This design comes from an exercise in tuning for small area on the open sky130 flow, not from production work.
In this exercise RTL edits were held to simulation tests only and were not proved equivalent to the original.
Power and IR drop assume default switching activity.

==> branch nickel <==
Design xula2, start of the top module:
module xula2 (
    clock,
    resetn,
    led,
    bcm14_txd,
    bcm15_rxd
);
export LEC_CHECK = 0
export CAP_MARGIN = 20
export CORE_MARGIN = 2
export CORE_UTILIZATION = 70
export CTS_BUF_LIST = sky130_fd_sc_hd__clkbuf_8
export CTS_CLUSTER_DIAMETER = 50
export CTS_CLUSTER_SIZE = 16
export SLEW_MARGIN = 20
create_clock -name core_clock -period 10.0 [get_ports {clock}]
run.sh (not shown) runs the stock make flow with config.mk's settings and CLKGATE_MAP_FILE= SYNTH_SCRIPT=/design/flow/synth_recipe.tcl, a recipe that flattens the netlist after the stock synthesis.
==> branch ember (differences from branch nickel) <==
--- a/flow/design.v
+++ b/flow/design.v
@@ -25,11 +25,13 @@
 wire dbit = (bitc != 4'd0) && (bitc != 4'd9);    
 wire [2:0] j = bitc[2:0] - 3'd1;                  
 wire rxd = busy && !txm && tmid && dbit;          
 reg [39:0] ech;              
 reg w;                       
-reg [8:0] lc, sc, rc;        
+reg [8:0] rc;                
+reg s9;                      
+reg cy;                      
 reg [2:0] fg;                
 wire [27:0] ax = {ech[3:0], ech[15:8], ech[23:16], ech[31:24]};
 wire lane_wr = w && (ax[27:6] == 22'd0) && (ax[1:0] == 2'd0);
 wire upd_on  = w && (ax == 28'h40);
 wire upd_off = w && (ax == 28'h44);
@@ -37,41 +39,52 @@
 wire rd      = (ax[27:7] == 21'd0) && (ax[1:0] == 2'd0) &&
                (ax[6:2] >= 5'd18) && (ax[6:2] <= 5'd25);
 wire [2:0] rk = ax[4:2] - 3'd2;      
 wire exec = txm && (bytec == 4'd0);                     
 wire cap  = txm && (bytec == 4'd11) && (bitc == 4'd9);   
+wire half = fg[0];
+wire minus = ~(fg[1] ^ fg[0]);
+wire sstop = busy && tmid && (bitc == 4'd9) && (bytec == 4'd11);
+wire sadd = (rxd && (bytec == 4'd11)) || sstop;
+wire a0 = (bitc == 4'd1);                        
+wire sa = sstop ? s9 : (rxs & ~(a0 & half));
+wire sb = rc[0] & ~(a0 & half);
+wire sc_in = cy & ~a0;
+wire ssum = sa ^ sb ^ sc_in;
+wire scy = (sa & sb) | (sc_in & (sa ^ sb));
 wire [17:0] cur;
 wire ev = exec && lane_wr && (c == ax[5:2]) && (tk == 3'd0);
 wire k0 = (bitc == 4'd0);
-wire half = fg[0];
-wire minus = ~(fg[1] ^ fg[0]);
-reg ch, hp, cf;              
-wire l1 = lc[2];             
-wire r1 = rc[4];             
-wire s1 = sc[1];             
-wire chi = ch & ~k0;
-wire hk = l1 ^ r1 ^ chi;
-wire chn = (l1 & r1) | (chi & (l1 ^ r1));
-wire cq = hk | (lc[1] & rc[3]);
-wire cin = half ? minus : (minus ^ cq);
-wire xm = (half ? hp : hk) ^ minus;
-wire fo = s1 ^ xm ^ cf;
-wire cfn = k0 ? cin : ((s1 & xm) | (cf & (s1 ^ xm)));
+reg ci, cf;                  
+wire xs = half ? ((bitc == 4'd8) ? s9 : rc[1]) : ((bitc >= 4'd7) ? s9 : rc[2]);
+wire cie = k0 ? rc[1] : ci;
+wire xm = (half ? xs : (xs ^ cie)) ^ minus;
+wire cfe = k0 ? minus : cf;
+wire sk = cur[9];
+wire fo = sk ^ xm ^ cfe;
 always @(posedge clock) begin
+    if (sadd) cy <= scy;
+    if (rxd && (bytec == 4'd10) && (bitc == 4'd1)) s9 <= rxs;
+    if (sstop) s9 <= s9 ^ rc[0] ^ scy;
     if (ev) begin
-        ch <= chn;
-        hp <= hk;
-        cf <= cfn;
+        ci <= xs & cie;
+        cf <= (sk & xm) | (cfe & (sk ^ xm));
     end
 end
 reg [287:0] ring;
 assign cur = ring[287:270];          
 wire [17:0] nxl = ring[269:252];     
 reg upd;
-wire pz = ev && k0 && !fg[2] && !upd;    
-wire pf = ev && !k0 && fg[2];            
-wire [8:0] pn = pz ? cur[8:0] : pf ? {fo, cur[17:10]} : cur[17:9];
+wire pz = ev && (bitc == 4'd9) && !fg[2] && !upd;   
+wire pf = ev && (bitc != 4'd9) && fg[2];             
+wire pl = busy && lane_wr && fg[2] && (c == ax[5:2]) && (tk == 3'd3);
+wire pld = pl && (((bytec == 4'd9) && (bitc >= 4'd1) && (bitc <= 4'd2)) ||
+                  ((bytec == 4'd10) && (bitc >= 4'd2) && (bitc <= 4'd8)));
+wire prot = pl && (bytec == 4'd11) && (bitc >= 4'd1) && (bitc <= 4'd2);
+wire [8:0] pn = pz ? cur[8:0] :
+                (pf || pld || prot) ? {(pf ? fo : pld ? rxs : cur[9]), cur[17:10]} :
+                cur[17:9];
 wire [8:0] zn = upd ? cur[17:9] : cur[8:0];
 always @(posedge clock) begin
     ring <= {ring[269:0], pn, zn};
 end
 reg [8:0] dh, dl;            
@@ -91,11 +104,11 @@
         ledreg <= 8'd0;
     end else begin
         if (dcap) dv <= 1'b1;
         if (exec && upd_on) upd <= 1'b1;
         if (exec && upd_off) upd <= 1'b0;
-        if (exec && led_wr) ledreg <= lc[8:1];
+        if (exec && led_wr) ledreg <= rc[7:0];
     end
 end
 reg txbit;
 always @(*) begin
     case (bytec)
@@ -111,25 +124,19 @@
 end
 wire ech_rx = rxd && (bytec >= 4'd2) && (bytec <= 4'd6);
 wire ech_tx = txm && tend && dbit && (bytec >= 4'd2) && (bytec <= 4'd6);
 wire rc_rx = rxd && (((bytec == 4'd8) && (j <= 3'd2)) || ((bytec == 4'd9) && (j >= 3'd2)));
 wire fg_rx = rxd && (bytec == 4'd8) && (j >= 3'd3) && (j <= 3'd5);
-wire sc_rx = rxd && (((bytec == 4'd9) && (j <= 3'd1)) || ((bytec == 4'd10) && (j >= 3'd1)));
-wire lc_rx = rxd && (((bytec == 4'd10) && (j == 3'd0)) || (bytec == 4'd11));
-wire lr_ev = ev && (bitc <= 4'd6);   
+wire rc_rot = rxd && (bytec == 4'd10) && (bitc <= 4'd3);    
 always @(posedge clock) begin
     rxs <= bcm14_txd;
     if (ech_rx || ech_tx)
         ech <= {(txm ? ech[0] : rxs), ech[39:1]};
     if (rxd && (bytec == 4'd1) && (j == 3'd1))
         w <= rxs;
-    if (rc_rx || lr_ev)
-        rc <= {(txm ? rc[0] : rxs), rc[8:1]};
-    if (lc_rx || lr_ev)
-        lc <= {(txm ? lc[0] : rxs), lc[8:1]};
-    if (sc_rx || ev)
-        sc <= {(txm ? sc[0] : rxs), sc[8:1]};
+    if (rc_rx || rc_rot || sadd || ev)
+        rc <= {(sadd ? (led_wr ? rxs : ssum) : (rc_rx ? rxs : rc[0])), rc[8:1]};
     if (fg_rx)
         fg <= {rxs, fg[2:1]};
 end
 always @(posedge clock) begin
     if (txm || busy) begin
CORE_UTILIZATION = 80   (was 70)
==> notes <==
Of branch nickel and branch ember, branch nickel has the higher non-clock buffer count (gap 2). In branch nickel the sequential cell count is higher than in branch ember, by 17. In branch nickel the die area is larger than in branch ember, by 18%. Wire length: branch nickel is lower than branch ember (about 14%). In hold slack, branch ember and branch nickel hardly differ. Of branch nickel and branch ember, branch nickel has the higher clock power (gap 16%, measured against branch ember). Critical path depth is the same in branch nickel and branch ember. Maximum frequency: branch nickel is higher than branch ember (about 1.1%). In branch nickel the core utilization is lower than in branch ember, by 9.9 points. Between branch nickel and branch ember, the lower final cell count is in branch ember (gap about 8%, measured against branch ember). Between branch nickel and branch ember, the lower clock-buffer cell count is in branch ember (gap 9).
==> figures <==
| metric | branch ember | branch nickel |
|---|---|---|
| Outcome | finished clean | finished clean |
| Post-Syn Nets | 784 | 813 |
| Via density per instance | 6.04 | 5.57 |
| Endpoint, Worst Hold | ring[114] | ring[229] |
| Cell variety after synth | 68 | 64 |
| Share of layout cells above drive strength 1 | 11.1% | 11.7% |
| Detailed-router iteration count before antenna repair | 7 | 8 |
| Fraction of the mapped netlist area in compound gates | 4.21% | 3.96% |
| Non-clock buffer count in the final layout | 12 | 14 |
| Total length of routed met2 wires | 11.2 mm | 8.86 mm |
| Number of rows in the core area | 44 | 48 |
| Clock insertion delay at the later pin of the skew report | 0.60 ns | 0.55 ns |
| Number of sequential storage elements | 417 | 434 |
| Post-route non-filler standard cell count | 979 | 1,053 |
| Count of placed standard cells including taps | 931 | 998 |
| Power drawn by the sequential cells | 1.70 mW | 1.78 mW |
| Fraction of registers with async set or reset after synthesis | 11.0% | 10.6% |
| Static leakage | 5.00 nW | 5.09 nW |
| Floorplan die area | 0.0156 mm^2 | 0.0185 mm^2 |
| Area inside the core boundary | 0.0144 mm^2 | 0.0172 mm^2 |
| Wire length of the first global-routing pass | 34.9 mm | 30.4 mm |
| Via count of the first global-routing pass | 6,198 | 5,940 |
| Least-Margin Pin Slew | 0.930 ns | 1.01 ns |

## afterwards: timing with drivers on the ports
Ports are ideal in the flow. The routed layouts listed here were re-timed in OpenROAD.
Step 1: set_driving_cell puts a clkbuf_16 on clock and a buf_2 on each other input, an assumption about the parent block.
Step 2 times the ports against the registers' clock, not the clock port: input delays grow and output delays shrink by t, the midpoint of the rising clock arrivals with the driver on.
a / b / c = ideal / step 1 / step 2; a / b = the first two.
| run | t (ns) | setup WS [ns] | worst setup path after step 2 | latest minus earliest clock arrival (ns) |
|---|---|---|---|---|
| branch nickel | 0.578 | 6.291 / 6.252 / 6.313 | register to register | 0.025 / 0.026 |
| branch ember | 0.630 | 6.249 / 6.210 / 6.283 | register to register | 0.030 / 0.030 |
After both steps setup and hold are still met in every run listed.
